Context: an optimization exercise on an open-source flow, tuned for small area. The choices shown serve that exercise and are no tape-out recipe.
Function was checked by simulation only, so behaviour that the tests miss may differ from the original.
No activity file was given, so power comes from the tool's default toggle rates.

File: config.mk
export PLATFORM = sky130hd
export DESIGN_NAME = SD_TOP
export DESIGN_NICKNAME = SD_TOP
export VERILOG_FILES = /design/flow/design.v
export SDC_FILE = /design/flow/constraint.sdc
export NUM_CORES = 4
export LEC_CHECK = 0
export CAP_MARGIN = 20
export CORE_MARGIN = 2
export CORE_UTILIZATION = 40
export PLACE_DENSITY = 0.6
export SLEW_MARGIN = 20
File: constraint.sdc
create_clock -name core_clock -period 10.0 [get_ports {clk}]
set_input_delay 2.0000 -clock core_clock [delete_from_list [all_inputs] [get_ports {clk}]]
set_output_delay 2.0000 -clock core_clock [all_outputs]
set_load 0.01 [all_outputs]
File: design.v
module SD_TOP(
    input      rst_n,
    input      clk,
    input      SD_MISO,
    output     SD_CK,
    output     SD_MOSI,
    output     SD_CSn
);
reg [3:0] dv;
always@(posedge clk or negedge rst_n)begin
    if(!rst_n) dv <= 4'd0;
    else       dv <= dv - 1'b1;
end
wire rise = (dv == 4'd0);
wire fall = (dv == 4'd8);
assign SD_CK = dv[3];
localparam C0    = 5'd0,   
           W01   = 5'd1,   
           C8    = 5'd2,   
           WA    = 5'd3,   
           C55   = 5'd4,   
           C55W  = 5'd5,   
           A41   = 5'd6,   
           A41W  = 5'd7,   
           C17   = 5'd8,   
           RRESP = 5'd9,   
           RDUM  = 5'd10,  
           RREAD = 5'd11,  
           C24   = 5'd16,  
           WCW   = 5'd17,  
           WCP   = 5'd18,  
           WDATA = 5'd24,  
           WDATF = 5'd25,  
           WDUM  = 5'd26,  
           WFIRE = 5'd27;  
localparam [47:0] CMD0   = {8'h40,8'h00,8'h00,8'h00,8'h00,8'h95};
localparam [47:0] CMD8   = {8'h48,8'h00,8'h00,8'h01,8'haa,8'h87};
localparam [47:0] CMD55  = {8'h77,8'h00,8'h00,8'h00,8'h00,8'hff};
localparam [47:0] ACMD41 = {8'h69,8'h40,8'h00,8'h00,8'h00,8'hff};
localparam [47:0] CMD17  = {8'h51,8'h00,8'h00,8'h00,8'h00,8'hff};
localparam [47:0] CMD24  = {8'h58,8'h00,8'h00,8'h00,8'h00,8'hff};
reg [4:0]  st;
reg [12:0] mc;    
reg [5:0]  rc;    
reg        en,rv;
reg [3:0]  t;     
reg        mosi,cs;
reg [48:0] cv;
always@(*)begin
    case(st)
        C0     : cv = {CMD0  ,1'b1};
        C8     : cv = {CMD8  ,1'b1};
        C55    : cv = {CMD55 ,1'b1};
        A41    : cv = {ACMD41,1'b1};
        C17    : cv = {CMD17 ,1'b1};
        default: cv = {CMD24 ,1'b1};
    endcase
end
wire pre    = (mc > 13'd48);
wire cbit   = pre ? 1'b1 : cv[mc[5:0]];
wire mz     = (mc == 13'd0);
wire m1     = (mc == 13'd1);
wire [12:0] mcd = mc - 1'b1;
wire [7:0] wbyte = (mc[12] & mc[5])   ? 8'hfe :
                   (mc[12:4] == 9'd1) ? 8'hff : mc[10:3];
wire wbit = wbyte[mc[2:0]];
wire p00 = (t == 4'b0111);
wire pfe = (t == 4'b1111);
wire b = SD_MISO;
always@(posedge clk or negedge rst_n)begin
    if(!rst_n)begin
        st   <= C0;
        mc   <= 13'd1073;
        rc   <= 6'd0;
        en   <= 1'b0;
        rv   <= 1'b0;
        t    <= 4'd0;
        mosi <= 1'b0;
        cs   <= 1'b0;
    end
    else if(fall)begin
        case(st)
            C0,C8,C55,A41,C17,C24:begin
                cs   <= pre;
                mosi <= cbit;
                mc   <= mcd;
                if(!pre)begin
                    if(mz)begin
                        mc <= (st == C17) ? 13'd128 : 13'd0;
                        st <= (st == C0) ? W01 : (st == C8) ? WA : RRESP;
                    end
                    else if(m1 & (st == C55 | st == A41))begin
                        mc <= 13'd127;
                        st <= (st == C55) ? C55W : A41W;
                    end
                    else if(m1 & (st == C24))begin
                        mc <= 13'd2047;
                        st <= WCW;
                    end
                end
            end
            W01:begin
                mosi <= 1'b1;
                cs   <= rv;
                if(rv)begin
                    st <= t[1] ? C8 : C0;
                    mc <= t[1] ? 13'd1072 : 13'd1073;
                end
            end
            WA:begin
                if(rv)begin
                    cs <= 1'b1;
                    st <= t[2] ? C55 : C8;
                    mc <= t[2] ? 13'd48 : 13'd50;
                end
                else begin
                    cs   <= 1'b0;
                    mosi <= 1'b1;
                end
            end
            C55W:begin
                if(!mz)begin
                    mosi <= 1'b1;
                    mc   <= mcd;
                    cs   <= rv & t[1];
                    if(rv & t[1])begin
                        st <= A41;
                        mc <= 13'd48;
                    end
                end
                else begin
                    cs <= 1'b1;
                    st <= C8;
                    mc <= 13'd50;
                end
            end
            A41W:begin
                if(!mz)begin
                    cs   <= 1'b0;
                    mosi <= 1'b1;
                    mc   <= mcd;
                    if(rv & t[0])begin
                        st <= C17;
                        mc <= 13'd98;
                    end
                end
                else begin
                    cs <= 1'b1;
                    st <= C8;
                    mc <= 13'd50;
                end
            end
            RRESP:begin
                if(!mz)begin
                    cs <= 1'b0;
                    mc <= mcd;
                    if(p00)begin
                        st <= RDUM;
                        mc <= 13'd2048;
                    end
                end
                else begin
                    cs <= 1'b1;
                    st <= C17;
                    mc <= 13'd97;
                end
            end
            RDUM:begin
                if(!mz)begin
                    mc <= mcd;
                    if(pfe)begin
                        st <= RREAD;
                        mc <= 13'd4104;
                    end
                end
                else begin
                    st <= C17;
                    mc <= 13'd97;
                end
            end
            RREAD:begin
                if(!mz) mc <= mcd;
                else begin
                    st <= C24;
                    mc <= 13'd50;
                end
            end
            WCW:begin
                if(!mz) mc <= mcd;
                else begin
                    st <= C24;
                    mc <= 13'd49;
                end
            end
            WCP:begin
                if(!mz) mc <= mcd;
                else begin
                    st   <= WDATA;
                    mc   <= 13'd4135;
                    cs   <= 1'b1;
                    mosi <= 1'b1;
                end
            end
            WDATA,WDATF:begin
                cs <= 1'b0;
                if(mc[12:4] == 9'd0)begin
                    mosi <= 1'b1;
                    st   <= (st == WDATA) ? WDUM : WFIRE;
                end
                else begin
                    mosi <= wbit;
                    mc   <= mcd;
                end
                if(st == WDATF) rc <= rc - (|rc);
            end
            WFIRE:begin
                rc <= rc - (|rc);
                if(rc == 6'd0) cs <= 1'b1;
            end
            default:;
        endcase
    end
    else if(rise)begin
        case(st[4:3])
            2'b00:begin 
                if(!mosi)begin
                    en <= 1'b0;
                    t  <= 4'd0;
                end
                else if(!b & !en)begin
                    rv   <= 1'b0;
                    en   <= 1'b1;
                    rc   <= 6'd47;
                    t[0] <= 1'b1;
                end
                else if(en)begin
                    if(rc != 6'd0)begin
                        rc <= rc - 1'b1;
                        if(rc >= 6'd42)      t[0] <= t[0] & ~b;
                        else if(rc == 6'd41) begin
                            t[1] <= t[0] &  b;
                            t[0] <= t[0] & ~b;
                        end
                        else if(rc == 6'd20) t[2] <= ~b;
                        else if(rc == 6'd19 | rc == 6'd18) t[2] <= t[2] & ~b;
                        else if(rc == 6'd17) t[2] <= t[2] & b;
                    end
                    else begin
                        rv <= 1'b1;
                        en <= 1'b0;
                    end
                end
                else rv <= 1'b0;
            end
            2'b01:begin 
                if(t[3])begin
                    if(t[2:0] == 3'd7) t <= b ? 4'b1000 : 4'b0001;
                    else if(b)         t <= {1'b1, (t[2:0] == 3'd6) ? 3'd6 : t[2:0] + 1'b1};
                    else               t <= (t[2:0] == 3'd6) ? 4'b1111 : 4'b0000;
                end
                else begin
                    if(b) t <= 4'b1000;
                    else  t <= {1'b0, (t[2:0] == 3'd7) ? 3'd7 : t[2:0] + 1'b1};
                end
            end
            2'b10:begin 
                if(!mosi | b) t <= 4'd0;
                else          t <= {1'b0, (t[2:0] == 3'd7) ? 3'd7 : t[2:0] + 1'b1};
                if(st == WCW & mosi & !b & (t[2:0] == 3'd7) & (mc >= 13'd41))begin
                    st <= WCP;
                    mc <= 13'd40;
                end
            end
            default:begin 
                if(st == WDATA | st == WDUM)begin
                    if(!mosi) t <= 4'd3;
                    else if(t[3])begin
                        if(!b) t <= 4'd8;
                        else if(t[2:0] == 3'd7)begin
                            st <= (st == WDATA) ? WDATF : WFIRE;
                            rc <= 6'd40;
                        end
                        else t <= t + 1'b1;
                    end
                    else begin
                        case(t[2:0])
                            3'd0: t <= b ? 4'd1 : 4'd0;
                            3'd1: t <= b ? 4'd2 : 4'd0;
                            3'd2: t <= b ? 4'd3 : 4'd0;
                            3'd3: t <= b ? 4'd3 : 4'd4;
                            3'd4: t <= b ? 4'd1 : 4'd5;
                            3'd5: t <= b ? 4'd6 : 4'd0;
                            3'd6: t <= b ? 4'd2 : 4'd7;
                            3'd7: t <= b ? 4'd9 : 4'd0;
                        endcase
                    end
                end
            end
        endcase
    end
end
assign SD_MOSI = mosi;
assign SD_CSn  = cs;
endmodule
File: run.sh
#!/bin/bash
# synth_recipe.tcl (not shown) runs the flow's synth.tcl, then flattens the netlist and writes it again
# the make line also repeats each setting of config.mk as NAME=value (left out here)
make -C /OpenROAD-flow-scripts/flow DESIGN_CONFIG=/design/flow/config.mk WORK_HOME=/design/flow/orfs CLKGATE_MAP_FILE= SYNTH_SCRIPT=/design/flow/synth_recipe.tcl finish
==> summary.txt, run 1 <==
Routing
In this run the remaining antenna-violating nets after routing total 0. The routed wire length is 15.75 mm. The number of vias after detailed routing is 5003.

In the final routed layout, each cell accounts on average for 21.22 um. After detailed routing, the number of remaining DRC violations is 0. The DRC violation total after the first TritonRoute iteration is 528.

The first-pass detailed-route iteration total is 5. The average vias per placed instance is 6.743.

Outcome
The run finished with no timing, DRC or antenna violations.

Yosys
The share of the Yosys chip area taken by registers is 0.1888. The number of distinct library cell variants in the gate-level netlist after synthesis is 93. Counting flops and latches in the post-synthesis netlist gives 36. The synthesized area per cell is 7.604 um2.

For this run, the number of Yosys warnings is 1. Summing every instance area after synthesis gives 4798 um2. The most used flip-flop cell after synthesis is dfrtp_1. The number of nets handed over by synthesis was 656. The proportion of synthesized flip-flops having asynchronous set or reset is 1.000. The cell count after synthesis came out at 631.

The number of synthesized flops with an enable pin is 0.

Clock network
The number of setup buffers added after CTS is 0. The clock passes through at most 2 buffers. Hold repair after CTS inserted 0 buffers. In this run the number of H-tree levels came out at 2. Post-CTS repair changed the size of 0 cells. The CTS sink count is 36. The clock tree from TritonCTS is yes. The buffer cell driving the clock tree root is clkbuf_16.

Clock-pin slew was measured on the worst setup and hold paths at 0.06 ns. At the later pin of the worst-skew pair, clock insertion delay measures 0.29 ns. Counting the buffers created by CTS gives 5.

Timing
The final count of hold timing violations is 0. The transition time at the pin with the least slew margin is 1.042 ns. The number of pins exceeding their max-slew limit in the final report came to 0. Setup repair after global routing left no endpoint under its margin. The final critical-path share of the clock period is 0.4548. Subtracting the final worst setup slack from the clock period gives 4.548 ns.

Setup violations remaining at the end of the flow were counted as 0. Based on the critical path, the design can be clocked at up to 219.9 MHz. Clock skew on the completed layout was measured at 0.008268 ns.

The max-slew headroom at the worst pin is 0.3032. For the final routed database, the setup TNS stands at 0 ns.

Critical path
The type of element capturing the critical path is a flop. At the worst endpoint, the required time is 10.18 ns. The signal on the critical path passes through clkdlybuf4s50_1 > o21ai_0 > o221a_1 > o21ai_1 > or4_1 > a21o_1.

The critical path runs through a total of 6 cells. For this design, the slowest cell found on the critical path is clkdlybuf4s50_1. The critical path is of the in2reg type. The buffers plus inverters on the worst setup path is 1. The worst setup path is launched from a primary input. Grouping stages by cell kind, the critical path spends the most delay in compound AO/OA/AOI/OAI gates.

Along the worst path, the maximum fanout reaches 25. The number of cells on the worst reg-to-reg path is 8. The maximum cell stage delay along the critical path is 0.81 ns. The setup slack of the worst register-to-register path is 6.45 ns.

The data arrival time of the critical path is 4.73 ns.

Layout
The number of nets in the final layout is 619. The commonest non-fill, non-tap cell in the layout is nand2_1. The top cell types in the final layout, fill and taps aside, are 60 x nand2_1, 52 x a21oi_1, 48 x o21ai_0. Of the cells placed in the final design, the portion with a size suffix greater than 1 is 0.08067. The finished cells cover 4910 um2. From synthesis to final layout, the design area changed by 2.321%.

For this run, the share of the core covered by cells in the final layout is 0.4139. The antenna diode count is 0.

Die
The total area inside the core boundary comes to 11860 um2. The floorplan has 40 rows. The area enclosed by the die boundary is 12890 um2. The initial utilization of the core area, before any placement, comes to 0.4045. The height of the die is 113.5 um. Pin placement for this block handled 6 I/O pins.

In this run the horizontal extent of the chip is 113.5 um.

Global routing
The number of global-route vias before repair is 4767. The first global-routing pass estimated 25.46 mm of wire. Entering global routing, the biggest net connects 47 pins. The number of antenna violations at the first check in global routing is 0. The overall routing resource usage is 0.2456. The leftover overflow at the end of global routing is 0.

Power
The power after layout is 364.6 uW. In this run the power density over the cells is 74.26 nW/um2. The leakage power is 1.925 nW. Across the VDD grid, the largest voltage drop is 51.87 uV.

Min path
The worst hold-check path type is reg2reg. Along the worst hold path, the cell count comes to 1.

Placement
The number of port buffers is 5. The congestion estimate from routability-driven global placement came to 0.9610. The HPWL after detailed placement is 11.11 mm. The cell area reported after detailed placement is 4742 um2.

Run
The reported max-cap violation count is 0.
worst paths after layout:
path | end | from
max | rc[3]$_DFFE_PN0P_ | SD_MISO
min | dv[0]$_DFF_PN0_ | dv[0]$_DFF_PN0_
max reg2reg | mc[6]$_DFFE_PN0P_ | mc[0]$_DFFE_PN1P_
min reg2reg | dv[0]$_DFF_PN0_ | dv[0]$_DFF_PN0_
max in group asynchronous | rc[1]$_DFFE_PN0P_ | rst_n
min in group asynchronous | cs$_DFFE_PN0P_ | rst_n
kinds of logic after synthesis:
group | share of synthesized area
simple gates | 0.2641
mux | 0.03286
compound gates | 0.3455
xor+xnor | 0.02373
fa+ha+maj | 0.05737
flops | 0.1888
buf+inv | 0.08761
area by class of cell:
type	count	area, um2
Clock buffer	5	125.1
Clock inverter	3	42.54
Fill cell	1193	6952
Inverter	22	82.58
Multi-Input combinational cell	517	3472
Sequential cell	36	905.9
Tap cell	147	183.9
Timing Repair Buffer	12	97.59
sequential cells by signal, summed over array words and instances, names as in the netlist:
register  flops
rc            6
st            5
mosi          1
en            1
t             4
cs            1
rv            1
mc           13
dv            4
synth_stat cells, types with 4 or more instances:
cell type   n  area share
a211oi_1    8       0.013
a21o_1      4      0.0063
a21oi_1    52       0.054
a221oi_1    5      0.0091
a22o_1      5      0.0091
a22oi_1     7       0.011
a311oi_1    7       0.013
a31oi_1     7      0.0091
a32oi_1     4      0.0073
and2_1      4      0.0052
buf_2      12       0.013
clkbuf_1   31       0.024
clkbuf_8    9       0.026
dfrtp_1    32        0.17
dfstp_2     4       0.022
ha_1       22       0.057
inv_1      21       0.016
nand2_1    60       0.047
nand2b_1   15       0.020
nand3_1     8      0.0083
nand3b_1    6      0.0094
nand4_1     9       0.012
nor2_1     39       0.031
nor2b_1    17       0.022
nor3_1     28       0.029
nor3b_1     8       0.013
nor4_1      7      0.0091
o211ai_1    4      0.0063
o21a_1      8       0.013
o21ai_0    48       0.050
o21ai_1     8      0.0083
o22ai_1     5      0.0065
o31a_1      5      0.0091
o31ai_1    13       0.020
o41ai_1     5      0.0091
xnor2_1     5      0.0091
xor2_1      8       0.015
stage by stage:
step,hold slack [ns],instances,setup slack (ns)
CTS,0.4432,742,5.493
global route,0.4551,742,5.240
detailed placement,0.4354,734,5.186
floorplan,0.4127,631,6.605
finish,0.4378,742,5.452
global placement,0.4251,734,5.288
power breakdown:
part           switching (mW)  internal (mW)  total, mW
combinational          0.0157        0.00891     0.0246
sequential            0.00513          0.147      0.152
clock                  0.0705          0.117      0.188
metal layers:
layer	up-vias	GRT usage	wire (um)
met4	0	0.09512	517
met3	42	0.03454	1045
met1	2411	0.3325	6891
met2	243	0.3980	7293
met5	-	0	0
li1	2307	-	-
==> run 2, diff against run 1 <==
--- a/design.v
+++ b/design.v
@@ -8,2 +8,37 @@
 );
+function [12:0] dec13(input [12:0] x);
+    integer i; reg bw;
+    begin
+        bw = 1'b1;
+        for(i = 0; i < 13; i = i + 1)begin
+            dec13[i] = x[i] ^ bw;
+            bw       = bw & ~x[i];
+        end
+    end
+endfunction
+function [5:0] dec6(input [5:0] x);
+    integer i; reg bw;
+    begin
+        bw = 1'b1;
+        for(i = 0; i < 6; i = i + 1)begin
+            dec6[i] = x[i] ^ bw;
+            bw      = bw & ~x[i];
+        end
+    end
+endfunction
+function [3:0] dec4(input [3:0] x);
+    integer i; reg bw;
+    begin
+        bw = 1'b1;
+        for(i = 0; i < 4; i = i + 1)begin
+            dec4[i] = x[i] ^ bw;
+            bw      = bw & ~x[i];
+        end
+    end
+endfunction
+function [2:0] inc3(input [2:0] x);
+    begin
+        inc3 = {x[2] ^ (x[1] & x[0]), x[1] ^ x[0], ~x[0]};
+    end
+endfunction
 reg [3:0] dv;
@@ -11,3 +46,3 @@
     if(!rst_n) dv <= 4'd0;
-    else       dv <= dv - 1'b1;
+    else       dv <= dec4(dv);
 end
@@ -58,7 +93,8 @@
 end
-wire pre    = (mc > 13'd48);
+wire hi    = |mc[12:6];
+wire pre    = hi | (mc[5] & mc[4] & (|mc[3:0]));
 wire cbit   = pre ? 1'b1 : cv[mc[5:0]];
-wire mz     = (mc == 13'd0);
+wire mz     = ~hi & (mc[5:0] == 6'd0);
 wire m1     = (mc == 13'd1);
-wire [12:0] mcd = mc - 1'b1;
+wire [12:0] mcd = dec13(mc);
 wire [7:0] wbyte = (mc[12] & mc[5])   ? 8'hfe :
@@ -213,6 +249,6 @@
                 end
-                if(st == WDATF) rc <= rc - (|rc);
+                if(st == WDATF) rc <= (|rc) ? dec6(rc) : rc;
             end
             WFIRE:begin
-                rc <= rc - (|rc);
+                rc <= (|rc) ? dec6(rc) : rc;
                 if(rc == 6'd0) cs <= 1'b1;
@@ -237,3 +273,3 @@
                     if(rc != 6'd0)begin
-                        rc <= rc - 1'b1;
+                        rc <= dec6(rc);
                         if(rc >= 6'd42)      t[0] <= t[0] & ~b;
@@ -257,3 +293,3 @@
                     if(t[2:0] == 3'd7) t <= b ? 4'b1000 : 4'b0001;
-                    else if(b)         t <= {1'b1, (t[2:0] == 3'd6) ? 3'd6 : t[2:0] + 1'b1};
+                    else if(b)         t <= {1'b1, (t[2:0] == 3'd6) ? 3'd6 : inc3(t[2:0])};
                     else               t <= (t[2:0] == 3'd6) ? 4'b1111 : 4'b0000;
@@ -262,3 +298,3 @@
                     if(b) t <= 4'b1000;
-                    else  t <= {1'b0, (t[2:0] == 3'd7) ? 3'd7 : t[2:0] + 1'b1};
+                    else  t <= {1'b0, (t[2:0] == 3'd7) ? 3'd7 : inc3(t[2:0])};
                 end
@@ -267,4 +303,4 @@
                 if(!mosi | b) t <= 4'd0;
-                else          t <= {1'b0, (t[2:0] == 3'd7) ? 3'd7 : t[2:0] + 1'b1};
-                if(st == WCW & mosi & !b & (t[2:0] == 3'd7) & (mc >= 13'd41))begin
+                else          t <= {1'b0, (t[2:0] == 3'd7) ? 3'd7 : inc3(t[2:0])};
+                if(st == WCW & mosi & !b & (t[2:0] == 3'd7) & (hi | (mc[5] & (mc[4] | (mc[3] & (|mc[2:0]))))))begin
                     st <= WCP;
@@ -274,2 +310,6 @@
             default:begin 
+                if(st == WDATF & !mosi)begin
+                    st <= WDATA;
+                    t  <= 4'd3;
+                end
                 if(st == WDATA | st == WDUM)begin
@@ -282,3 +322,3 @@
                         end
-                        else t <= t + 1'b1;
+                        else t <= {t[3], inc3(t[2:0])};
                     end
==> flow/run.sh (new file) <==
#!/bin/bash
# Standard ORFS layout, except that synthesis maps the logic with an
# area-oriented ABC script (flow/abc_area.script) and leaves adders to ABC
# instead of mapping them to half/full-adder cells first. The synthesis
# script itself (synth_recipe.tcl) and every register are unchanged.
set -euo pipefail
W=$PWD
rm -rf "$W/scripts_area"
cp -r "$FLOW_HOME/scripts" "$W/scripts_area"
cp "$W/flow/abc_area.script" "$W/scripts_area/abc_area.script"
bash standard.sh synth SCRIPTS_DIR="$W/scripts_area" ADDER_MAP_FILE= > "$W/synth.log" 2>&1
bash standard.sh > "$W/layout.log" 2>&1
==> flow/abc_area.script (new file) <==
strash
&get -n
&fraig -x
&put
scorr
dc2
strash; &get -n; &dch -f; &nf -R 1000; &put
strash; &get -n; &dch -f; &nf -R 1000; &put
strash; &get -n; &dch -f; &nf -R 1000; &put
strash; &get -n; &dch -f; &nf -R 1000; &put
topo
dnsize
==> standard.sh (new file) <==
#!/bin/bash
# synth_recipe.tcl (not shown) runs the flow's synth.tcl, then flattens the netlist and writes it again
# the make line also repeats each setting of config.mk as NAME=value (left out here)
make -C /OpenROAD-flow-scripts/flow DESIGN_CONFIG=/design/flow/config.mk WORK_HOME=/design/flow/orfs CLKGATE_MAP_FILE= SYNTH_SCRIPT=/design/flow/synth_recipe.tcl "${@:-finish}"
--- a/config.mk
+++ b/config.mk
@@ -7,2 +7,3 @@
 export LEC_CHECK = 0
+export ABC_AREA = 1
 export CAP_MARGIN = 20
removed: run.sh
==> summary.txt, run 2 <==
Outcome
The run finished with no timing, DRC or antenna violations.

Critical path
STA classifies the critical path startpoint as a primary input. In this run the critical register-to-register path is captured at st[2]$_DFFE_PN0P_. The setup slack of the worst register-to-register path is 6.29 ns. The maximum fanout along the worst path is 17. Data arrives at the worst endpoint at 4.45 ns. In this run the critical register-to-register path is launched from mc[1]$_DFFE_PN0P_. The critical path is of the in2reg type.

For the worst flop-to-flop path, the logic depth is 10. The type of element capturing the critical path is a flop. The required time of the worst setup path is 10.21 ns.

Yosys
The post-synthesis sequential element count is 36. For this run, the number of Yosys warnings is 1. A synthesized cell averages 6.956 um2. The cell type with the largest total area after synthesis is dfrtp_1.

The synthesized instance count is 443. Of the synthesized area, sequential elements account for 0.2940. The proportion of synthesized flip-flops having asynchronous set or reset is 1.000. After synthesis, the cell types taking the most area are dfrtp_1 26%, nor2_1 8.9%, o21ai_0 7.6%. The leading register cell type out of synthesis is dfrtp_1. Counting instances in the post-synthesis netlist gives the leading cell types as 73 x nor2_1, 62 x nand2_1, 47 x o21ai_0. The number of distinct library cell variants in the gate-level netlist after synthesis is 47. Counting flops with a built-in enable in the synthesized netlist gives 0. The cell with the most instances after synthesis is nor2_1. The area of the mapped netlist is 3082 um2. Of the post-synthesis cell area, the dominant cell type holds 0.2598. The post-synth net total is 446.

Power
The leakage power is 1.248 nW. The share of total power dissipated in sequential elements is 0.538. Of the total power, the clock network draws 0.364. VDD sags by at most 56.34 uV. Summed over all nets, the switching power comes to 90.28 uW. Dividing total power by cell area gives a power density of 93.01 nW/um2. The combinational cell fraction of total power is 0.099. The power after layout is 311.4 uW. Of the total power, the share spent switching nets is 0.2899. The internal power of the cells totals 221.1 uW.

Routing
After detailed routing, the total wire length is 10.75 mm. The number of antenna-violating nets in the routed design is 0. The detailed router placed 3681 vias in this run. The first-pass detailed-route iteration total is 5. The detailed-route wire length per cell is 19.27 um. For this block, the initial DRC count from the detailed router was 358.

The remaining routing DRC violations is 0. The average vias per placed instance is 6.597.

Global routing
The pin count of the biggest net entering global routing is 37. The leftover overflow at the end of global routing is 0. Across every metal layer, demand over resource in global routing totals 0.2626. The number of antenna violations at the first check in global routing was 0.

The first global-routing pass estimated 17.64 mm of wire. The number of global-route vias before repair is 3429.

Clock network
After clock tree synthesis, the clock-pin slew on the worst setup and hold paths is 0.07 ns. For this design, the sink count on the clock tree is 36. The quantity of gates resized following cts is 0. The buffer cell driving the clock tree root is clkbuf_8. TritonCTS built the clock tree. The number of hold buffers added after cts is 0. After clock tree synthesis, the setup repair step added 0 buffers. The maximum clock insertion buffer count is 2.

The H-tree was split into 2 levels. The clock buffer count from CTS is 5. For the worst-skew pair, the clock arrives at the later sink with an insertion delay of 0.30 ns.

Die
The floorplan has 32 rows. The number of primary I/O pins is 6. Measured along the y axis, the die boundary spans 91.78 um.

The horizontal extent of the die is 91.78 um. The core footprint is 7607 um2. The initial core utilization is 0.4051. The die covers 8423 um2.

Timing
The number of pins exceeding their max-slew limit in the final report is 0. Hold is met by 0.5120 ns. The final critical delay including setup and external delays is 4.237 ns. The setup TNS is 0 ns. At the pin with the least slew margin, the transition time is 1.002 ns. Setup violations remaining at the end of the flow were counted as 0.

The highest attainable clock frequency is 236.0 MHz. The max-slew headroom at the worst pin is 0.3292. Across the routed clock network, the largest skew measured is 0.01459 ns.

The final count of hold timing violations is 0. Of the available clock period, the critical path in the final layout requires 0.4237. Setup repair after global routing left no endpoint under its margin. The slack of the critical path is 5.763 ns.

Placement
The detailed placer's ending HPWL is 8.008 mm. The congestion estimate from routability-driven global placement came to 0.9237. The number of port buffers is 5.

The setup slack after placement is 5.534 ns.

Layout
The commonest non-fill, non-tap cell in the layout is nor2_1. Counting flops per register, the top entry is mc. In the layout the commonest cells are 73 x nor2_1, 62 x nand2_1, 47 x o21ai_0.

In the final layout, the registers with the most flip-flops are mc (13), rc (6), st (5). The number of flip-flops in the largest register is 13. The fraction of final layout cells with drive strength greater than 1 is 0.02632.

The layout overhead on the synthesized area is 8.648%. 0 antenna diodes ended up in the layout. The net count of the finished layout is 458.

Run
The reported max-cap violation count is 0.

Min path
The cell depth of the worst min-delay path is 2. The launch instance of the worst min-delay path is mc[10]$_DFFE_PN1P_. The worst-case hold path end point is mc[10]$_DFFE_PN1P_. The tightest min-delay check is of the reg2reg type.
-- run 2: cell count changes after synthesis, sizes merged, moves of 8 or more --
cell    delta
nand3     +17
a31oi      +9
clkbuf    -40
nor3       -8
buf       -16
o31ai     -11
inv       -22
o21a       -8
ha        -22
nor2b     -11
o21ai      -9
nand2b    -11
a21oi      -9
nor2      +34
-- run 2: logic make-up after synthesis --
| family | after synthesis | synth area share |
|---|---|---|
| and+or+nand+nor | 226 | 0.3350 |
| AOI/OAI and AO/OA | 167 | 0.3411 |
| DFF | 36 | 0.2940 |
| xor gates and xnor gates | 8 | 0.02274 |
| buffers and inverters | 6 | 0.007308 |
-- run 2: per-layer routing --
| metal | track usage | vias to the layer above | share of wire |
|---|---|---|---|
| met2 | 0.4301 | 198 | 0.47 |
| met3 | 0.03780 | 33 | 0.070 |
| met4 | 0.09826 | 0 | 0.033 |
| met1 | 0.3519 | 1732 | 0.43 |
| met5 | 0 | - | 0 |
| li1 | - | 1718 | - |
-- run 2: cell type report --
class / instances / area, um2
repair buffers: 5 / 45.04
clock inverters: 1 / 7.507
multi-input cells: 401 / 2153
clock buffers: 7 / 86.33
inverters: 6 / 22.52
well taps: 102 / 127.6
flip-flops and latches: 36 / 905.9
fillers: 821 / 4259
-- run 2: how the worst max path moves through the flow --
stage                     startpoint           endpoint  slack [ns]  cells past startpoint
after floorplan              SD_MISO  st[1]$_DFFE_PN0P_        6.61                      9
after global placement       SD_MISO  st[1]$_DFFE_PN0P_        5.61                     10
after detailed placement     SD_MISO  st[1]$_DFFE_PN0P_        5.53                     10
after CTS                    SD_MISO  st[1]$_DFFE_PN0P_        5.82                     10
after global routing         SD_MISO  st[1]$_DFFE_PN0P_        5.54                     10
final                        SD_MISO  st[1]$_DFFE_PN0P_        5.76                     10
-- run 2: power by group through the flow --
stage | sequential [mW] | clock, mW | combinational (mW)
after CTS | 0.167 | 0.115 | 0.0310
final | 0.167 | 0.113 | 0.0308
after global routing | 0.169 | 0.122 | 0.0352
after floorplan | 0.165 | 0 | 0.0226
after detailed placement | 0.170 | 0 | 0.0309
after global placement | 0.169 | 0 | 0.0302
-- run 2: per-stage QoR --
stage / cells / cell area [um2] / util
global placement: 550 / 3254 / 0.4278
detailed placement: 550 / 3254 / 0.4278
finish: 558 / 3348 / 0.4401
floorplan: 443 / 3082 / -
CTS: 558 / 3348 / 0.4401
global route: 558 / 3348 / 0.4401
-- run 2: worst max-delay path: stages --
cell and delay (ns):
clkdlybuf4s50_1 0.70, nand2b_1 0.32, a2111o_1 0.35, o21ai_0 0.25, o22ai_1 0.11, nor2_1 0.14, o21ai_0 0.17, a21oi_1 0.19
nor2_1 0.06, a31oi_1 0.16
==> run 3, diff against run 2 <==
==> flow/abc_area.script (replaced) <==
strash
dc2
&get -n; &deepsyn -T 150; &put
strash; &get -n; &dch -f; &nf -R 1000; &put
strash; &get -n; &dch -f; &nf -R 1000; &put
topo
dnsize
==> summary.txt, run 3 <==
Power
The combinational cell fraction of total power is 0.035. The share of total power dissipated in sequential elements is 0.517. The fraction of power consumed by the clock network is 0.448.

The total internal power is 225.0 uW. The leakage power is 1.007 nW. In this run the power density over the cells is 104.8 nW/um2.

The maximum VDD drop is 76.70 uV. The net switching power is 66.75 uW. Of the total power, the share spent switching nets is 0.2288.

Layout
The largest registers in the layout are mc (13), rc (6), st (5). In the layout the commonest cells are 51 x nand2_1, 39 x nor2_1, 36 x o21ai_0. Relative to the synthesized area, the layout overhead comes to 9.877%. The antenna diode count is 0. Of the cells placed in the final design, the portion with a size suffix greater than 1 is 0.03725.

The final cell utilization of the core is 0.4620. The number of nets in the final layout is 351. The filler cells instantiated in the layout total 614. The number of flip-flops in the largest register is 13. The register name with the most flops is mc. The commonest non-fill, non-tap cell in the layout is nand2_1.

Min path
The worst hold-check path type is reg2reg. The launch instance of the worst min-delay path is dv[1]$_DFF_PN0_.

Die
The number of primary I/O pins is 6. The die covers 6986 um2. The floorplan has 28 rows. The core footprint is 6026 um2. The horizontal extent of the die is 83.59 um. The height of the die is 83.59 um. The initial core utilization is 0.4205.

Timing
The final count of negative-setup-slack endpoints is 0. Between clock sinks in the finished design, the worst skew comes to 0.008763 ns. Based on the critical path, the design can be clocked at up to 218.4 MHz. The number of pins exceeding their max-slew limit in the final report came to 0. The final count of hold timing violations is 0.

The setup TNS is 0 ns. The transition time at the pin with the least slew margin is 0.8224 ns. Setup repair after global routing left no endpoint under its margin.

The final critical-path share of the clock period is 0.4579. The worst path needs 4.579 ns of the cycle, external delays included. The max-slew headroom at the worst pin is 0.4517.

Yosys
For this run, the leading register cell type out of synthesis is dfrtp_1. The number of distinct library cell variants in the gate-level netlist after synthesis is 49. The number of synthesized flops with an enable pin is 0.

The proportion of synthesized flip-flops having asynchronous set or reset is 1.000. Synthesis produced a netlist with a net count of 339. By area the synthesized netlist is led by dfrtp_1 32%, nand2_1 7.6%, o21ai_0 7.1%. After synthesis the netlist holds a flip-flop and latch count of 36. The area share of the largest cell type after synthesis is 0.3160. After technology mapping, the gate count stands at 336.

Counting instances in the post-synthesis netlist gives the leading cell types as 51 x nand2_1, 39 x nor2_1, 36 x o21ai_0. The area of the mapped netlist is 2534 um2. The cell with the most instances after synthesis is nand2_1.

The Yosys warning count is 1. In this run the mean area of a mapped cell was 7.541 um2. The cell type with the largest total area after synthesis is dfrtp_1. For this run, the register share of the synthesized area comes to 0.3575.

Placement
The congestion estimate from routability-driven global placement came to 0.9146. The detailed placer's ending HPWL is 5.113 mm. During placement, the flow inserted port buffers numbering 5.

Global routing
Entering global routing, the biggest net connects 37 pins. The overall routing resource usage is 0.2112. The number of global-route vias before repair is 2386. The leftover overflow at the end of global routing is 0. The number of antenna violations at the first check in global routing is 0. The first global-routing pass estimated 12.10 mm of wire.

Routing
In this run, the number of DRC markers left after iteration 0 of detailed routing was 421. The first-pass detailed-route iteration total is 5. The number of vias after detailed routing is 2669. The number of antenna-violating nets in the routed design is 0.

The routed design has 7.141 mm of wire. The detailed-route wire length per cell is 16.84 um. The remaining routing DRC violations is 0. Using the TritonRoute via totals, the vias-per-cell ratio works out to 6.295.

Clock network
The buffer cell driving the clock tree root is clkbuf_8. The quantity of gates resized following cts is 0. In this run the number of H-tree levels came out at 2.

TritonCTS built the clock tree. The CTS sink count is 36. After clock tree synthesis, the clock-pin slew on the worst setup and hold paths is 0.07 ns. The number of hold buffers added after cts is 0.

The clock buffer count from CTS is 5. The maximum clock insertion buffer count is 2. The clock insertion delay at the later pin of the skew report is 0.30 ns. Post-CTS timing repair inserted 0 buffers for setup.

Run
The reported max-cap violation count is 0.

Critical path
In this run the critical register-to-register path is launched from st[3]$_DFFE_PN0P_. Data arrives at the worst endpoint at 4.76 ns. The type of element capturing the critical path is a flop. The startpoint-to-endpoint class of the critical path is in2reg.

The maximum fanout along the worst path is 11. STA classifies the critical path startpoint as a primary input. The required time of the worst setup path is 10.18 ns. The most critical setup path has its startpoint at SD_MISO.

Outcome
The flow ran to the end and the layout has no timing, DRC or antenna violations.
## run 3: cell count changes in the layout (fill, tap and decap cells not counted), sizes merged, moves of 5 or more
| cell | change |
|---|---|
| nor2 | -34 |
| a21oi | -16 |
| nand3 | -12 |
| nand2 | -11 |
| o21ai | -11 |
| a31oi | -7 |
| a22o | -6 |
| clkinv | +6 |
| nand2b | +6 |
| nand4 | -6 |
| a211oi | -5 |
| and2 | -5 |
| xnor2 | +5 |
## run 3: final cells by class
class / count / area, um2 / share of cell area
repair buffers: 5 / 45.04 / 0.01618
inverters: 11 / 41.29 / 0.01483
clock inverters: 3 / 42.54 / 0.01528
clock buffers: 5 / 68.82 / 0.02472
multi-input cells: 289 / 1587 / 0.5699
well taps: 75 / 93.84 / 0.03371
flip-flops and latches: 36 / 905.9 / 0.3254
## run 3: through the flow
| step | instance area (um2) | worst slack [ns] | power, mW | cells | hold WS, ns |
|---|---|---|---|---|---|
| 4_1_cts | 2784 | 5.464 | 0.2958 | 424 | 0.4877 |
| 3_3_place_gp | 2673 | 5.167 | 0.1638 | 416 | 0.4790 |
| 6_report | 2784 | 5.421 | 0.2917 | 424 | 0.4844 |
| 2_1_floorplan | 2534 | 6.149 | 0.1580 | 336 | 0.4562 |
| 3_5_place_dp | 2673 | 5.166 | 0.1640 | 416 | 0.4770 |
| 5_1_grt | 2784 | 5.147 | 0.3053 | 424 | 0.5261 |
## run 3: power groups by stage
stage | combinational (mW) | clock [mW] | sequential, mW
after global routing | 0.0121 | 0.142 | 0.151
after CTS | 0.0105 | 0.135 | 0.151
after floorplan | 0.00539 | 0 | 0.153
final | 0.0102 | 0.131 | 0.151
after global placement | 0.0104 | 0 | 0.153
after detailed placement | 0.0105 | 0 | 0.153
## run 3: cell families after synthesis
family,count (synthesis),synth area share
xor gates and xnor gates,10,0.03457
and+or+nand+nor,162,0.3012
DFF,36,0.3575
buffers and inverters,11,0.01630
AOI/OAI and AO/OA,116,0.2864
muxes,1,0.003951
## run 3: worst paths after layout
kind	end	slack, ns	depth (start not counted)
max	st[0]$_DFFE_PN0P_	5.42	12
min	dv[1]$_DFF_PN0_	0.48	1
max reg2reg	mc[12]$_DFFE_PN0P_	5.87	18
min reg2reg	dv[1]$_DFF_PN0_	0.48	1
max in group asynchronous	st[0]$_DFFE_PN0P_	7.68	1
min in group asynchronous	mc[2]$_DFFE_PN0P_	1.79	1
## run 3: per-layer routing
layer | global-route usage | share of wire | vias up
li1 | - | - | 1281
met1 | 0.3088 | 0.47 | 1221
met2 | 0.3105 | 0.42 | 147
met3 | 0.05045 | 0.085 | 20
met4 | 0.05865 | 0.022 | 0
met5 | 0 | 0 | -
## run 3: critical path: stages
cell	delay (ns)
clkdlybuf4s50_1	0.61
nand3b_1	0.31
nor4_1	0.26
o21ai_0	0.16
nand2b_1	0.36
a211o_1	0.30
a31oi_1	0.23
nor2_1	0.06
o21ai_0	0.08
nand2_1	0.09
o32ai_1	0.22
nand2b_1	0.08
==> run 4, diff against run 3 <==
==> flow/run.sh (replaced) <==
#!/bin/bash
# Standard ORFS layout, except:
# - synthesis maps the logic with an area-oriented ABC script
#   (flow/abc_area.script) and leaves adders to ABC instead of mapping them
#   to half/full-adder cells first; the synthesis script itself
#   (synth_recipe.tcl) and every register are unchanged;
# - the port buffers are buf_1 cells;
# - clock tree synthesis uses clkbuf_4 cells and no dummy loads.
set -euo pipefail
W=$PWD
rm -rf "$W/scripts_area"
cp -r "$FLOW_HOME/scripts" "$W/scripts_area"
cp "$W/flow/abc_area.script" "$W/scripts_area/abc_area.script"
bash standard.sh synth SCRIPTS_DIR="$W/scripts_area" ADDER_MAP_FILE= > "$W/synth.log" 2>&1
bash standard.sh finish \
    "BUFFER_PORTS_ARGS=-buffer_cell sky130_fd_sc_hd__buf_1" \
    "CTS_ARGS=-sink_clustering_enable -repair_clock_nets -dont_use_dummy_load -buf_list sky130_fd_sc_hd__clkbuf_4 -root_buf sky130_fd_sc_hd__clkbuf_4" \
    > "$W/layout.log" 2>&1
==> summary.txt, run 4 <==
Outcome
The run finished with no timing, DRC or antenna violations.

Routing
The remaining routing DRC violations is 0. For this block, the routed nets add up to 7.421 mm of wire. The average vias per placed instance is 6.430. Once detail routing completed, the nets flagged for antenna violations numbered 0. In this run, the number of DRC markers left after iteration 0 of detailed routing was 361.

The first-pass detailed-route iteration total is 7. In the final routed layout, each cell accounts on average for 17.63 um. Across all layers, the routed design uses 2707 vias.

Clock network
The number of hold buffers added after cts is 0. The clock tree from TritonCTS is yes. Counting along the longest clock path gives a buffer depth of 2. The CTS sink count is 36. After clock tree synthesis, the clock-pin slew on the worst setup and hold paths is 0.11 ns. The buffer cell driving the clock tree root is clkbuf_4. After clock tree synthesis, the repair step resized 0 gates. For the worst-skew pair, the clock arrives at the later sink with an insertion delay of 0.35 ns.

Counting the buffers created by CTS gives 5. The number of setup buffers added after CTS is 0. The number of H-tree branching levels is 2.

Layout
The register name with the most flops is mc. From synthesis to final layout, the design area changed by 5.975%. Leaving out fill and tap cells, the most frequent cell in the layout is nand2_1. Fill cells in the final layout number 641. The register cell area after layout is 905.9 um2. In the final layout, the multi-input gates occupy 1587 um2.

The library cells used most frequently in the layout, excluding fill and tap cells, are 51 x nand2_1, 39 x nor2_1, 36 x o21ai_0. The fraction of final layout cells with drive strength greater than 1 is 0.02890. The final cell utilization of the core is 0.4456.

The number of nets in the final layout is 351. The number of flip-flops in the largest register is 13. In the final layout, the registers with the most flip-flops are mc (13), rc (6), st (5). The repair_antennas step left the layout with diodes totalling 0.

Yosys
For this run, the number of Yosys warnings is 1. The synthesized area per cell is 7.541 um2. The proportion of synthesized flip-flops having asynchronous set or reset is 1.000. After synthesis, the cell types taking the most area are dfrtp_1 32%, nand2_1 7.6%, o21ai_0 7.1%. The synthesized design contains 0 enable-type register cells. The cell with the most instances after synthesis is nand2_1. Synthesis instantiated 49 different standard cells from the library.

Of the post-synthesis cell area, the dominant cell type holds 0.3160. The cell type with the largest total area after synthesis is dfrtp_1. The post-synthesis sequential element count is 36.

When the netlist entered floorplanning its net count stood at 339. The register area share after synthesis is 0.3575. The synthesized instance count is 336. In the synthesized netlist, the cells that appear most often are 51 x nand2_1, 39 x nor2_1, 36 x o21ai_0. For this run, the leading register cell type out of synthesis is dfrtp_1. The area of the mapped netlist is 2534 um2.

Timing
Hold is met by 0.4975 ns. Setup violations remaining at the end of the flow were counted as 0. The clock arrives with 0.01063 ns of skew. The number of pins exceeding their max-slew limit in the final report is 0.

Derived from the worst setup path, the maximum achievable clock frequency is 239.7 MHz. Setup repair after global routing left no endpoint under its margin. For the pin with the worst max-slew slack, the measured transition is 0.9142 ns. The setup TNS is 0 ns. The slack of the critical path is 5.828 ns. The final count of hold timing violations is 0. The max-slew headroom at the worst pin is 0.3905.

The worst path in the final design needs a cycle of 4.172 ns, including I/O delays and setup. The final critical-path share of the clock period is 0.4172.

Placement
During placement, the flow inserted port buffers numbering 5. Detailed placement finished with a half-perimeter wire length of 5.296 mm. The setup slack after placement is 5.508 ns.

At the end of routability-driven placement, the weighted congestion stood at 0.9250.

Die
The number of cell rows is 28. For this design the top-level I/O count stands at 6. The die covers 6986 um2.

The height of the die is 83.59 um. The horizontal extent of the die is 83.59 um. In this run the standard cell core region covers 6026 um2. The initial core utilization is 0.4205.

Critical path
The maximum cell stage delay along the critical path is 0.36 ns. The cell family with the largest share of critical-path delay is simple AND/OR/NAND/NOR gates. Data arrives at the worst endpoint at 4.41 ns. In this run the worst path has a maximum fanout of 11.

The required time of the worst setup path is 10.23 ns. Walking the worst path, the cells encountered are buf_1 > nand3b_1 > nor4_1 > o21ai_0 > nand2b_1 > a211o_1 > a31oi_1 > nor2_1 > o21ai_0 > nand2_1 > o32ai_1 > nand2b_1. The worst setup path is launched from a primary input. For this design, the slowest cell found on the critical path is nand2b_1. The setup path with the least slack is of type in2reg. The type of element capturing the critical path is a flop. The buffers plus inverters on the worst setup path is 1.

Global routing
Entering global routing, the biggest net connects 37 pins. The leftover overflow at the end of global routing is 0. In the global route stage, overall resource usage came out at 0.2214. The number of antenna violations at the first check in global routing was 0. The first global-routing pass estimated 12.61 mm of wire.

The number of global-route vias before repair is 2501.

Power
The analysis attributes to cell leakage a power of 0.9633 nW. The maximum VDD drop is 54.25 uV. Power spread over the standard cell area amounts to 88.11 nW/um2. The power after layout is 236.6 uW.

Min path
The tightest min-delay check is of the reg2reg type.

Run
The reported max-cap violation count is 0.
run 4: cell types whose count changed in the layout (fill, tap and decap cells not counted), sizes merged:
cell / change
clkbuf: +1
buf: +3
clkinvlp: -1
clkinv: -1
clkdlybuf4s50: -4
bufinv: -1
run 4: report_power, final:
group          switching [mW]  internal (mW)  leakage [nW]
combinational         0.00665        0.00335         0.543
sequential            0.00318          0.148         0.397
clock                  0.0521         0.0236        0.0230
total                  0.0620          0.175         0.963
run 4: metal layers:
layer  up-vias  track usage  part of all wire
li1       1267            -                 -
met1      1293       0.3358              0.49
met2       135       0.3076              0.42
met3        12      0.04055             0.069
met4         0      0.08798             0.020
met5         -            0                 0
run 4: final timing paths:
kind	depth (start not counted)	from	to	slack (ns)
worst min-delay path	1	dv[1]$_DFF_PN0_	dv[1]$_DFF_PN0_	0.50
max in group asynchronous	1	rst_n	rc[0]$_DFFE_PN0P_	7.66
worst max-delay path	12	SD_MISO	st[0]$_DFFE_PN0P_	5.83
worst min register to register	1	dv[1]$_DFF_PN0_	dv[1]$_DFF_PN0_	0.50
worst max register to register	17	st[3]$_DFFE_PN0P_	mc[12]$_DFFE_PN0P_	5.85
min in group asynchronous	1	rst_n	st[1]$_DFFE_PN0P_	1.76
run 4: cell type report:
cell class | count | area share
multi-input cells | 289 | 0.5909
inverters | 11 | 0.01538
repair buffers | 5 | 0.007456
well taps | 75 | 0.03495
flip-flops and latches | 36 | 0.3374
clock buffers | 5 | 0.01398
run 4: cells by family (layout without fill, tap and decap cells):
family          Yosys count  in the layout  synth area share
flops                    36             36            0.3575
buf+inv                  11             21           0.01630
simple gates            162            162            0.3012
mux                       1              1          0.003951
compound gates          116            116            0.2864
xor+xnor                 10             10           0.03457
run 4: worst reg2reg max path, stage by stage (launching register included):
cell and delay, ns:
dfrtp_1 0.67, or2_0 0.51, nor2_1 0.20, nand2_1 0.11, a21oi_1 0.08, nor2b_1 0.20, nand3_1 0.18, a21oi_1 0.36
nand2_1 0.22, nor2_1 0.52, nand2_1 0.13, nand2_1 0.16, a31oi_1 0.15, nor2_1 0.10, o21ai_0 0.09, nand2_1 0.10
mux2i_1 0.09, xnor2_1 0.15
run 4: metrics by stage:
stage               cell area [um2]  instances
floorplan                      2534        336
global placement               2648        416
detailed placement             2648        416
CTS                            2685        421
global route                   2685        421
finish                         2685        421
==> run 5, diff against run 4 <==
--- a/config.mk
+++ b/config.mk
@@ -10,4 +10,4 @@
 export CORE_MARGIN = 2
-export CORE_UTILIZATION = 40
-export PLACE_DENSITY = 0.6
+export CORE_UTILIZATION = 65
+export PLACE_DENSITY = 0.75
 export SLEW_MARGIN = 20
==> summary.txt, run 5 <==
Outcome
The flow ran to the end and the layout has no timing, DRC or antenna violations.

Global routing
Entering global routing, the biggest net connects 37 pins. The number of antenna violations at the first check in global routing is 0. The overall routing resource usage is 0.3520. The wire length of the first global-routing pass is 11.83 mm. The number of global-route vias before repair was 2395. The leftover overflow at the end of global routing is 0.

Critical path
In this run the worst path has a maximum fanout of 11. The endpoint identified for the worst register-to-register timing path is mc[12]$_DFFE_PN0P_. Setup slack on the worst reg-to-reg path comes out at 5.92 ns. The startpoint-to-endpoint class of the critical path is in2reg. Data on the critical path is required at its endpoint by 10.22 ns. The number of cells traversed by the worst register-to-register path is 18. At the worst endpoint, the arrival time is 4.38 ns. STA classifies the critical path startpoint as a primary input. The type of element capturing the critical path is a flop. The worst register-to-register path begins at st[3]$_DFFE_PN0P_.

Layout
The register with the most flip-flops in the layout has 13 of them. Ranked by flip-flop count, first place goes to mc. Leaving out fill and tap cells, the most frequent cell in the layout is nand2_1. The number of nets in the final layout is 351. Counting the fill cells in the layout gives 340. The largest registers in the layout are mc (13), rc (6), st (5). The library cells used most frequently in the layout, excluding fill and tap cells, are 51 x nand2_1, 39 x nor2_1, 36 x o21ai_0. The fraction of final layout cells with drive strength greater than 1 is 0.02890. The number of antenna diodes in the final layout is 0. From synthesis to final layout, the design area changed by 4.642%.

Yosys
The post-synth net total is 339. In this run, synthesis inferred 0 flip-flops with an integrated enable. The synthesized instance count is 336. The synthesized area per cell is 7.541 um2. For this run, the number of Yosys warnings is 1.

After synthesis, the share of flip-flops with an asynchronous set or reset is 1.000. The share of the Yosys chip area taken by registers is 0.3575. The share of synthesized area in the top cell type comes to 0.3160. The post-synthesis sequential element count is 36. The synthesized design spends more area on one cell type than any other, namely dfrtp_1. nand2_1 is the most common cell in the netlist.

The commonest cells after synthesis are 51 x nand2_1, 39 x nor2_1, 36 x o21ai_0. By area the synthesized netlist is led by dfrtp_1 32%, nand2_1 7.6%, o21ai_0 7.1%. The area of the mapped netlist is 2534 um2. After synthesis, the netlist uses 49 different library cells. The leading register cell type out of synthesis is dfrtp_1.

Power
The leakage power is 0.9633 nW. Of the total power, the clock network draws 0.303. The share of total power dissipated in sequential elements is 0.655. Of the total power, combinational logic draws 0.042. The net switching power is 56.13 uW.

The switching fraction of total power is 0.2434. The power density over cell area is 86.98 nW/um2. The worst-case IR drop observed on VDD is 107.4 uV.

The total internal power is 174.5 uW.

Timing
The number of pins exceeding their max-slew limit in the final report was 0. Setup repair after global routing left no endpoint under its margin. Measured against its own limit, the worst slew margin works out to 0.4102. After layout, the worst setup slack is 5.847 ns. The highest attainable clock frequency is 240.8 MHz.

After layout, the minimum clock period comes to 4.153 ns. The final count of hold timing violations is 0. Setup violations remaining at the end of the flow were counted as 0.

The setup TNS is 0 ns. For the pin with the worst max-slew slack, the measured transition is 0.8847 ns. The final critical-path share of the clock period is 0.4153. The worst clock skew is 0.005672 ns.

Clock network
The buffer cell driving the clock tree root is clkbuf_4. Buffers added to address setup during post-CTS repair amount to 0. The clock reaches the later pin of the worst-skew pair after 0.34 ns. TritonCTS built the clock tree. Counting the buffers created by CTS gives 5. Counting every sink on the clock net gives 36. The quantity of gates resized following cts is 0.

After clock tree synthesis, the clock-pin slew on the worst setup and hold paths is 0.10 ns. In this run the number of H-tree levels came out at 2. The maximum clock insertion buffer count is 2. Hold repair after CTS inserted 0 buffers.

Min path
The worst hold path begins at dv[1]$_DFF_PN0_. The worst-case hold path end point is dv[1]$_DFF_PN0_. Counting instances, the worst hold path has a depth of 1.

In this run the worst hold path is classified as reg2reg.

Die
The initial core utilization is 0.6818. The number of cell rows is 22. In this run the horizontal extent of the chip is 66.44 um. The area enclosed by the die boundary is 4414 um2. The floorplan step set the die height to 66.44 um.

The region available for standard cell placement spans 3716 um2. The number of primary I/O pins is 6.

Placement
Detailed placement finished with a half-perimeter wire length of 5.050 mm. Port buffering added 5 buffers. The setup slack after placement is 5.546 ns. The global placer's final weighted congestion is 1.021.

Routing
Using the TritonRoute via totals, the vias-per-cell ratio works out to 6.721. The routed wire length is 6.900 mm. Summing over every cut layer, the via total after detailed routing is 2648.

The remaining routing DRC violations is 0. The first-pass detailed-route iteration total is 5. The detailed-route wire length per cell is 17.51 um. The number of antenna-violating nets in the routed design is 0.

The DRC violation total after the first TritonRoute iteration is 436.

Run
The reported max-cap violation count is 0.
run 5: cell counts after synthesis:
No cell type changed its count.
run 5: area by class of cell:
| type | count | area (um2) | area share |
|---|---|---|---|
| Sequential cell | 36 | 905.9 | 0.3417 |
| Tap cell | 48 | 60.06 | 0.02265 |
| Timing Repair Buffer | 5 | 20.02 | 0.007551 |
| Clock buffer | 5 | 37.54 | 0.01416 |
| Multi-Input combinational cell | 289 | 1587 | 0.5984 |
| Inverter | 11 | 41.29 | 0.01557 |
run 5: power groups by stage:
stage          logic, mW  clock network (mW)  registers (mW)
2_1_floorplan    0.00539                   0           0.153
3_3_place_gp     0.00963                   0           0.153
3_5_place_dp     0.00999                   0           0.154
4_1_cts          0.00997              0.0711           0.151
5_1_grt           0.0118              0.0754           0.151
6_report         0.00976              0.0698           0.151
run 5: critical path, stage by stage:
cell and delay, ns:
buf_1 0.23, nand3b_1 0.26, nor4_1 0.27, o21ai_0 0.17, nand2b_1 0.34, a211o_1 0.28, a31oi_1 0.23, nor2_1 0.07
o21ai_0 0.09, nand2_1 0.10, o32ai_1 0.24, nand2b_1 0.09
run 5: through the flow:
stage | cells | instance area (um2) | power (mW) | hold WS [ns] | utilization
6_report | 394 | 2651 | 0.2306 | 0.4976 | 0.7135
5_1_grt | 394 | 2651 | 0.2387 | 0.5511 | 0.7135
4_1_cts | 394 | 2651 | 0.2318 | 0.5014 | 0.7135
3_5_place_dp | 389 | 2614 | 0.1636 | 0.4877 | 0.7034
3_3_place_gp | 389 | 2614 | 0.1631 | 0.4754 | 0.7034
2_1_floorplan | 336 | 2534 | 0.1580 | 0.4562 | -
run 5: worst max path at each step:
stage	endpoint	from	cells past startpoint	slack [ns]
after floorplan	st[0]$_DFFE_PN0P_	SD_MISO	11	6.15
after global placement	st[0]$_DFFE_PN0P_	SD_MISO	12	5.67
after detailed placement	st[0]$_DFFE_PN0P_	SD_MISO	12	5.55
after CTS	st[0]$_DFFE_PN0P_	SD_MISO	12	5.89
after global routing	st[0]$_DFFE_PN0P_	SD_MISO	12	5.59
final	st[0]$_DFFE_PN0P_	SD_MISO	12	5.85
run 5: per-layer routing:
metal / part of all wire / global-route usage / wire length [um] / vias up
met5: 0 / 0 / 0 / -
met2: 0.41 / 0.5000 / 2854 / 151
met4: 0.016 / 0.07398 / 110 / 0
met1: 0.47 / 0.5491 / 3220 / 1205
li1: - / - / - / 1275
met3: 0.10 / 0.07155 / 716 / 17
run 5: kinds of logic (layout without fill, tap and decap cells):
logic type,Yosys count,after routing,share of synthesized area
simple gates,162,162,0.3012
compound gates,116,116,0.2864
flops,36,36,0.3575
buf+inv,11,21,0.01630
xor+xnor,10,10,0.03457
mux,1,1,0.003951
==> run 6, diff against run 5 <==
--- a/flow/run.sh
+++ b/flow/run.sh
@@ -16,3 +16,3 @@
     "BUFFER_PORTS_ARGS=-buffer_cell sky130_fd_sc_hd__buf_1" \
-    "CTS_ARGS=-sink_clustering_enable -repair_clock_nets -dont_use_dummy_load -buf_list sky130_fd_sc_hd__clkbuf_4 -root_buf sky130_fd_sc_hd__clkbuf_4" \
+    "CTS_ARGS=-sink_clustering_enable -repair_clock_nets -dont_use_dummy_load -sink_clustering_size 10 -buf_list sky130_fd_sc_hd__clkbuf_4 -root_buf sky130_fd_sc_hd__clkbuf_4" \
     > "$W/layout.log" 2>&1
--- a/config.mk
+++ b/config.mk
@@ -10,4 +10,4 @@
 export CORE_MARGIN = 2
-export CORE_UTILIZATION = 65
-export PLACE_DENSITY = 0.75
+export CORE_UTILIZATION = 40
+export PLACE_DENSITY = 0.6
 export SLEW_MARGIN = 20
==> summary.txt, run 6 <==
Layout
The antenna diode count is 0. In the final layout, the multi-input gates occupy 1587 um2. The number of nets in the final layout is 351. The number of flip-flops in the largest register is 13. The fraction of final layout cells with drive strength greater than 1 is 0.02890. The library cell used most frequently in the layout, excluding fill and tap cells, is nand2_1. More flip-flops sit in one register than any other, and that register is mc. From synthesis to final layout, the design area changed by 5.975%.

The filler cells instantiated in the layout total 641. The register cell area after layout is 905.9 um2. The largest registers in the layout are mc (13), rc (6), st (5). The library cells used most frequently in the layout, excluding fill and tap cells, are 51 x nand2_1, 39 x nor2_1, 36 x o21ai_0.

Power
The power density over cell area is 88.11 nW/um2. The maximum VDD drop is 54.25 uV. The leakage power is 0.9633 nW.

Critical path
The startpoint-to-endpoint class of the critical path is in2reg. The destination of the worst register-to-register timing path is mc[12]$_DFFE_PN0P_. The startpoint of the lowest-slack register-to-register path is st[3]$_DFFE_PN0P_. The worst setup path is captured at a flop. The setup slack of the worst register-to-register path is 5.85 ns. The maximum fanout along the worst path is 11.

The number of cells traversed by the worst register-to-register path is 17. The data arrival time of the critical path is 4.41 ns. The worst setup path is launched from a primary input. STA puts the critical path data required time at 10.23 ns.

Global routing
The number of global-route vias before repair is 2501. The leftover overflow at the end of global routing is 0. Entering global routing, the biggest net connects 37 pins. The number of antenna violations at the first check in global routing is 0. The overall routing resource usage is 0.2214. The first global-routing pass estimated 12.61 mm of wire.

Min path
The launch instance of the worst min-delay path is dv[1]$_DFF_PN0_. In this run the worst hold path is classified as reg2reg. Counting instances, the worst hold path has a depth of 1. The path with the worst hold slack has its endpoint at dv[1]$_DFF_PN0_.

Timing
Setup repair after global routing left no endpoint under its margin. The final count of hold timing violations is 0. The final count of negative-setup-slack endpoints is 0. The highest attainable clock frequency is 239.7 MHz. Between clock sinks in the finished design, the worst skew comes to 0.01063 ns.

The worst path in the final design needs a cycle of 4.172 ns, including I/O delays and setup. The setup TNS is 0 ns. In the finished design, the share of the clock period the worst path needs comes to 0.4172. Headroom to the max-slew limit came out at 0.3905. The worst hold margin is 0.4975 ns. For the pin with the worst max-slew slack, the measured transition is 0.9142 ns. The number of pins exceeding their max-slew limit in the final report is 0.

Clock network
The clock tree from TritonCTS is yes. The CTS sink count is 36. The buffer cell driving the clock tree root is clkbuf_4. Buffers inserted to repair hold after CTS numbered 0. The quantity of gates resized following cts is 0.

The number of setup buffers added after CTS is 0. Clock-pin slew was measured on the worst setup and hold paths at 0.11 ns. For the worst-skew pair, the clock arrives at the later sink with an insertion delay of 0.35 ns. The number of H-tree branching levels is 2.

In this run the deepest clock path goes through 2 buffers. Counting the buffers created by CTS gives 5.

Outcome
The flow ran to the end and the layout has no timing, DRC or antenna violations.

Yosys
The number of synthesized flops with an enable pin is 0. The area of the mapped netlist is 2534 um2. Yosys mapped the design onto 49 distinct sky130hd cell types.

By area the synthesized netlist is led by dfrtp_1 32%, nand2_1 7.6%, o21ai_0 7.1%. In this run the mean area of a mapped cell was 7.541 um2. In the synthesized netlist, the number of instances is 336.

The Yosys warning count is 1. The leading register cell type out of synthesis is dfrtp_1. In the synthesized netlist the async set-or-reset flop fraction comes to 1.000. Yosys instantiated no cell more often than nand2_1.

Ranked by instance count, the synthesized netlist is headed by 51 x nand2_1, 39 x nor2_1, 36 x o21ai_0. The area share of the largest cell type after synthesis is 0.3160. Of the synthesized area, sequential elements account for 0.3575. The cell type with the largest total area after synthesis is dfrtp_1. Counting every net in the synthesized netlist gives 339. The post-synthesis sequential element count is 36.

Routing
The number of vias after detailed routing is 2707. The average vias per placed instance is 6.430. The detailed-route wire length per cell is 17.63 um. Once detail routing completed, the nets flagged for antenna violations numbered 0. The DRC violation total after the first TritonRoute iteration is 361. Wires add up to 7.421 mm. The remaining routing DRC violations is 0.

The first-pass detailed-route iteration total is 7.

Die
The number of primary I/O pins is 6. The core region is 6026 um2. After floorplanning, the core was divided into 28 placement rows. The horizontal extent of the die is 83.59 um. The area enclosed by the die boundary is 6986 um2. The initial utilization of the core area, before any placement, comes to 0.4205. The height of the die is 83.59 um.

Placement
After legalization and detailed placement, the total HPWL measured 5.296 mm. At the end of routability-driven placement, the weighted congestion stood at 0.9250. In this run the tool buffered the top-level ports with 5 buffer cells.

Run
Max-cap violations in this run came to 0.
==> run 6: cell counts in the layout (fill, tap and decap cells not counted) <==
Identical to the previous run, type by type.
==> run 6: power by group <==
group | leakage, nW | internal [mW] | switching [mW] | total, mW
clock | 0.0230 | 0.0236 | 0.0521 | 0.0757
combinational | 0.543 | 0.00335 | 0.00665 | 0.0100
sequential | 0.397 | 0.148 | 0.00318 | 0.151
total | 0.963 | 0.175 | 0.0620 | 0.237
==> run 6: cell type report <==
cell class,instances,area share
multi-input cells,289,0.5909
repair buffers,5,0.007456
inverters,11,0.01538
well taps,75,0.03495
flip-flops and latches,36,0.3374
clock buffers,5,0.01398
==> run 6: worst max-delay path, stage by stage <==
cell	delay (ns)
buf_1	0.23
nand3b_1	0.28
nor4_1	0.26
o21ai_0	0.14
nand2b_1	0.36
a211o_1	0.31
a31oi_1	0.27
nor2_1	0.06
o21ai_0	0.08
nand2_1	0.10
o32ai_1	0.23
nand2b_1	0.08
==> run 6: worst max path at each step <==
stage / startpoint / endpoint / slack, ns / depth (start not counted)
after global placement: SD_MISO / st[0]$_DFFE_PN0P_ / 5.59 / 12
final: SD_MISO / st[0]$_DFFE_PN0P_ / 5.83 / 12
after detailed placement: SD_MISO / st[0]$_DFFE_PN0P_ / 5.51 / 12
after global routing: st[3]$_DFFE_PN0P_ / mc[12]$_DFFE_PN0P_ / 5.48 / 18
after floorplan: SD_MISO / st[0]$_DFFE_PN0P_ / 6.15 / 11
after CTS: SD_MISO / st[0]$_DFFE_PN0P_ / 5.88 / 12
==> run 6: logic make-up (layout without fill, tap and decap cells) <==
kind of cell,after synthesis,in the layout,synth area share
simple gates,162,162,0.3012
compound gates,116,116,0.2864
flops,36,36,0.3575
buf+inv,11,21,0.01630
xor+xnor,10,10,0.03457
mux,1,1,0.003951
==> run 6: through the flow <==
stage,cells,utilization,power (mW),area (um2),setup WS [ns]
floorplan,336,-,0.1580,2534,6.149
global route,421,0.4456,0.2468,2685,5.483
global placement,416,0.4394,0.1636,2648,5.593
finish,421,0.4456,0.2366,2685,5.828
detailed placement,416,0.4394,0.1638,2648,5.508
CTS,421,0.4456,0.2384,2685,5.875
==> run 6: metal layers <==
metal | global-route usage | vias to the layer above | wire length [um]
met1 | 0.3358 | 1293 | 3610
met4 | 0.08798 | 0 | 148
met3 | 0.04055 | 12 | 509
li1 | - | 1267 | -
met5 | 0 | - | 0
met2 | 0.3076 | 135 | 3152
==> run 7, diff against run 6 <==
--- a/flow/run.sh
+++ b/flow/run.sh
@@ -16,3 +16,3 @@
     "BUFFER_PORTS_ARGS=-buffer_cell sky130_fd_sc_hd__buf_1" \
-    "CTS_ARGS=-sink_clustering_enable -repair_clock_nets -dont_use_dummy_load -sink_clustering_size 10 -buf_list sky130_fd_sc_hd__clkbuf_4 -root_buf sky130_fd_sc_hd__clkbuf_4" \
+    "CTS_ARGS=-sink_clustering_enable -repair_clock_nets -dont_use_dummy_load -buf_list {sky130_fd_sc_hd__clkbuf_4 sky130_fd_sc_hd__clkbuf_8} -root_buf sky130_fd_sc_hd__clkbuf_4" \
     > "$W/layout.log" 2>&1
==> summary.txt, run 7 <==
Outcome
The flow ran to the end and the layout has no timing, DRC or antenna violations.

Timing
The final count of negative-setup-slack endpoints is 0. The final critical delay including setup and external delays is 4.172 ns. Measured against its own limit, the worst slew margin works out to 0.3905. For the pin with the worst max-slew slack, the measured transition is 0.9142 ns. The setup TNS is 0 ns. The worst path meets setup with 5.828 ns of slack.

The number of pins exceeding their max-slew limit in the final report is 0. The final count of hold timing violations is 0. The highest attainable clock frequency is 239.7 MHz.

Yosys
Summed over all instances, the cell type with the most area after synthesis is dfrtp_1. nand2_1 is the most common cell in the netlist. The number of synthesized flops with an enable pin is 0.

The synthesized area per cell is 7.541 um2. Counting instances in the post-synthesis netlist gives the leading cell types as 51 x nand2_1, 39 x nor2_1, 36 x o21ai_0. By area the synthesized netlist is led by dfrtp_1 32%, nand2_1 7.6%, o21ai_0 7.1%.

Clock network
The clock tree from TritonCTS is yes. The number of setup buffers added after CTS is 0. The clock buffer count from CTS is 5.

Routing
The number of antenna-violating nets in the routed design is 0. In the routed design, unresolved DRC markers number 0. The number of vias after detailed routing is 2707. The detailed-route wire length per cell is 17.63 um. The average vias per placed instance is 6.430. The first detailed-routing pass took 7 iterations.

For this block, the initial DRC count from the detailed router was 361.

Layout
The largest registers in the layout are mc (13), rc (6), st (5). The fraction of final layout cells with drive strength greater than 1 is 0.02890. After filler insertion, the fill cell instance count of the layout stands at 641. The register name with the most flops is mc.

After the last flow step, the layout net total stands at 351. The library cell used most frequently in the layout, excluding fill and tap cells, is nand2_1.

Global routing
The pin count of the biggest net entering global routing is 37. The number of antenna violations at the first check in global routing was 0. The number of global-route vias before repair came to 2501. The leftover overflow at the end of global routing is 0.

The wire length of the first global-routing pass is 12.61 mm.

Die
The area enclosed by the die boundary is 6986 um2. In this run the horizontal extent of the chip is 83.59 um. For this configuration, the core starts out at a cell density of 0.4205.

The region available for standard cell placement spans 6026 um2.

Run
Across the run, the number of max-cap violations was 0.

Critical path
The required time of the worst setup path is 10.23 ns. The maximum fanout along the worst path is 11. The signal on the critical path passes through buf_1 > nand3b_1 > nor4_1 > o21ai_0 > nand2b_1 > a211o_1 > a31oi_1 > nor2_1 > o21ai_0 > nand2_1 > o32ai_1 > nand2b_1. The worst setup path is captured at a flop.

Min path
The min-delay analysis places its worst path in the category reg2reg.

Placement
The number of port buffers is 5.

Power
The leakage power is 0.9633 nW.
-- run 7: cell counts in the layout (fill, tap and decap cells not counted) --
No cell type changed its count.
-- run 7: through the flow --
step | hold slack (ns) | area, um2 | util | power [mW]
finish | 0.4975 | 2685 | 0.4456 | 0.2366
global route | 0.5345 | 2685 | 0.4456 | 0.2468
CTS | 0.4999 | 2685 | 0.4456 | 0.2384
detailed placement | 0.4831 | 2648 | 0.4394 | 0.1638
global placement | 0.4795 | 2648 | 0.4394 | 0.1636
floorplan | 0.4562 | 2534 | - | 0.1580
-- run 7: worst paths after layout --
kind | end | slack (ns) | from | cells after the start
setup / recovery | st[0]$_DFFE_PN0P_ | 5.83 | SD_MISO | 12
hold / removal | dv[1]$_DFF_PN0_ | 0.50 | dv[1]$_DFF_PN0_ | 1
setup reg to reg | mc[12]$_DFFE_PN0P_ | 5.85 | st[3]$_DFFE_PN0P_ | 17
hold reg to reg | dv[1]$_DFF_PN0_ | 0.50 | dv[1]$_DFF_PN0_ | 1
max in group asynchronous | rc[0]$_DFFE_PN0P_ | 7.66 | rst_n | 1
min in group asynchronous | st[1]$_DFFE_PN0P_ | 1.76 | rst_n | 1
-- run 7: area by class of cell --
cell class | instances | area, um2 | area share
inverter | 11 | 41.29 | 0.01538
multi-input combinational | 289 | 1587 | 0.5909
tap | 75 | 93.84 | 0.03495
clock buffer | 5 | 37.54 | 0.01398
timing repair buffer | 5 | 20.02 | 0.007456
sequential | 36 | 905.9 | 0.3374
-- run 7: per-layer routing --
metal | up-vias | GRT usage | routed length, um | part of all wire
met5 | - | 0 | 0 | 0
met4 | 0 | 0.08798 | 148 | 0.020
met3 | 12 | 0.04055 | 509 | 0.069
met2 | 135 | 0.3076 | 3152 | 0.42
met1 | 1293 | 0.3358 | 3610 | 0.49
li1 | 1267 | - | - | -
-- run 7: critical path, delay by kind of cell --
family | cells | cell delay [ns]
AOI/OAI and AO/OA | 5 | 1.03
buffers and inverters | 1 | 0.23
and+or+nand+nor | 6 | 1.14
-- run 7: logic make-up (layout without fill, tap and decap cells) --
group	count (synthesis)	count (layout)	synth area share
and+or+nand+nor	162	162	0.3012
AOI/OAI and AO/OA	116	116	0.2864
DFF	36	36	0.3575
buffers and inverters	11	21	0.01630
xor gates and xnor gates	10	10	0.03457
muxes	1	1	0.003951
-- run 7: power by group --
part | internal, mW | leakage [nW] | total, mW | switching, mW
logic | 0.00335 | 0.543 | 0.0100 | 0.00665
clock network | 0.0236 | 0.0230 | 0.0757 | 0.0521
registers | 0.148 | 0.397 | 0.151 | 0.00318
